What follows belongs to an exercise in optimizing a design on an open flow for small area and a short achievable clock period; a production flow would make more cautious choices.
The RTL was checked by simulation tests, not by an equivalence proof against the original design.

==> flow/design.v (excerpt) <==
module mul_calc #
(
    parameter ENRGY_DATA_WIDTH = 40,
    parameter AXI_DATA_WIDTH = 32
)
(
    input                       aclk,
    input                       aresetn,
    input wire signed [31:0]    Thresh,
    input wire signed [31:0]    Ratio,
    input wire [24:0]           num_fft_pts,
    input [ENRGY_DATA_WIDTH-1 : 0]  energy,
    input                           e_ready,
    output [AXI_DATA_WIDTH-1:0]     m_axis_a_tdata,
    input                           m_axis_a_tready,
    output reg                      m_axis_a_tvalid,
    output reg [AXI_DATA_WIDTH-1:0] m_axis_b_tdata,
    input                           m_axis_b_tready,
    output reg                      m_axis_b_tvalid
);
Size: roughly 10,000 cells after synthesis, ~300 flip-flops, about 200 I/O pins.
clock: 450.0 ns
lec_check: 0
cap_margin: 20
core_margin: 2
core_utilization: 40
slew_margin: 20
run.sh (not shown) runs the stock make flow with config.mk's settings and CLKGATE_MAP_FILE= SYNTH_SCRIPT=/design/flow/synth_recipe.tcl, a recipe that flattens the netlist after the stock synthesis.
Edit:
--- a/flow/design.v
+++ b/flow/design.v
@@ -58,24 +58,33 @@
         m = ({33{q[0]}} & {2'b01, dl}) | ({33{q[1]}} & {1'b1, dl, 1'b0});
         a = m ^ {33{q[2]}};
         cy = (vs & vc) | (vs & a) | (vc & a);
         srt_stage = {q, vs ^ vc ^ a, cy[31:0], q[2]};
     end
 endfunction
 reg        state;           
 reg [11:0] counter;
 reg        done;
-reg [ENRGY_DATA_WIDTH-1:0] data_reg;
-reg [51:0] data_sum;
-wire [51:0] sum_all = data_sum + data_reg;
+reg [51:0] data_sum;        
+wire [52:0] acc_c;
+wire [51:0] acc_b = {12'd0, energy};
+assign acc_c[0] = 1'b0;
+genvar gi;
+generate
+    for (gi = 0; gi < 52; gi = gi + 1) begin : acc
+        assign acc_c[gi+1] = (data_sum[gi] & acc_b[gi]) | (data_sum[gi] & acc_c[gi]) |
+                             (acc_b[gi] & acc_c[gi]);
+    end
+endgenerate
+wire [51:0] sum_in = data_sum ^ acc_b ^ acc_c[51:0];
 wire [11:0] counter_inc = counter + 12'd1;
 wire last = (counter_inc == num_fft_pts[11:0]);
-wire [52:0] dsub = {1'b0, sum_all} - {21'd0, Thresh};
+wire [52:0] dsub = {1'b0, data_sum} - {21'd0, Thresh};
 wire [63:0] dvd = {{12{dsub[52]}}, dsub[51:0]};
 wire [31:0] r0 = Ratio;
 wire z16 = ~|r0[31:16];
 wire [31:0] r1 = z16 ? {r0[15:0], 16'd0} : r0;
 wire z8 = ~|r1[31:24];
 wire [31:0] r2 = z8 ? {r1[23:0], 8'd0} : r1;
 wire z4 = ~|r2[31:28];
 wire [31:0] r3 = z4 ? {r2[27:0], 4'd0} : r2;
 wire z2 = ~|r3[31:30];
@@ -87,19 +96,18 @@
 wire [95:0] x2 = z8  ? {x1[87:0], 8'd0}  : x1;
 wire [95:0] x3 = z4  ? {x2[91:0], 4'd0}  : x2;
 wire [95:0] x4 = z2  ? {x3[93:0], 2'd0}  : x3;
 wire [95:0] xn = z1  ? {x4[94:0], 1'd0}  : x4;
 wire [32:0] fps [33:K];
 wire [32:0] fpc [33:K];
 wire [2:0]  fq  [32:K];
 assign fps[33] = {3'd0, xn[95:66]};
 assign fpc[33] = 33'd0;
-genvar gi;
 generate
     for (gi = 32; gi >= K; gi = gi - 1) begin : front
         assign {fq[gi], fps[gi], fpc[gi]} =
             srt_stage(fps[gi+1], fpc[gi+1], xn[2*gi+1:2*gi], rn[30:0]);
     end
 endgenerate
 reg [31:0] fqp, fqn;
 integer fi;
 always @* begin
@@ -115,50 +123,48 @@
 reg [2*K-1:0] xl_r;
 reg [31:0] t_r;
 reg [31:0] qp_r, qn_r;
 always @(posedge aclk or negedge aresetn) begin
     if (!aresetn) begin
         state <= 1'b0;
         done <= 1'b0;
         counter <= 12'd0;
         data_sum <= 52'd0;
-        data_reg <= {ENRGY_DATA_WIDTH{1'b0}};
         m_axis_b_tdata <= {AXI_DATA_WIDTH{1'b0}};
         ps_r <= 33'd0;
         pc_r <= 33'd0;
         dl_r <= 31'd0;
         xl_r <= {2*K{1'b0}};
         t_r <= 32'd0;
         qp_r <= 32'd0;
         qn_r <= 32'd0;
     end else begin
         if (!state) begin
             done <= 1'b0;
             if (e_ready) begin
                 state <= 1'b1;
-                data_reg <= energy;
+                data_sum <= sum_in;
             end
         end else begin
             state <= 1'b0;
             if (last) begin
                 counter <= 12'd0;
                 data_sum <= 52'd0;
                 done <= 1'b1;
-                m_axis_b_tdata <= sum_all[31:0];
+                m_axis_b_tdata <= data_sum[31:0];
                 ps_r <= fps[K];
                 pc_r <= fpc[K];
                 dl_r <= rn[30:0];
                 xl_r <= xn[2*K-1:0];
                 t_r <= Thresh;
                 qp_r <= fqp;
                 qn_r <= fqn;
             end else begin
-                data_sum <= sum_all;
                 counter <= counter_inc;
             end
         end
     end
 end
 wire [32:0] bps [K:0];
 wire [32:0] bpc [K:0];
 wire [2:0]  bq  [K-1:0];
 assign bps[K] = ps_r;
Result:
- count of clock-buffer cells in the layout climbs by 1
- area after synthesis is lower by 4.6%
- via count drops by 3.6%
- register-to-register slack gets better by 4.9 ns
- global-route usage came out higher by 0.77 points

-- afterwards: timing with drivers on the ports --
In the flow no input, the clock included, has a driving cell. The finished layouts below were timed again as built, in two steps. Step 1, drivers: a clkbuf_16 drives aclk and a buf_2 each remaining input, both assumed. Step 2, shift: input delay + t, output delay - t, t = (earliest + latest rising clock arrival at the registers) / 2. This alone moves slack from input paths to output paths. Slacks: no drivers / after step 1 / after step 2; pairs: no drivers / after step 1.
run | t, ns | setup WS [ns] | hold WS [ns]
the first run | 0.620 | 279.554 / 279.494 / 280.114 | 0.487 / 0.487 / 0.487
the second run | 0.619 | 280.694 / 280.639 / 281.258 | 0.480 / 0.480 / 0.480
After both steps setup and hold are still met in every run listed.
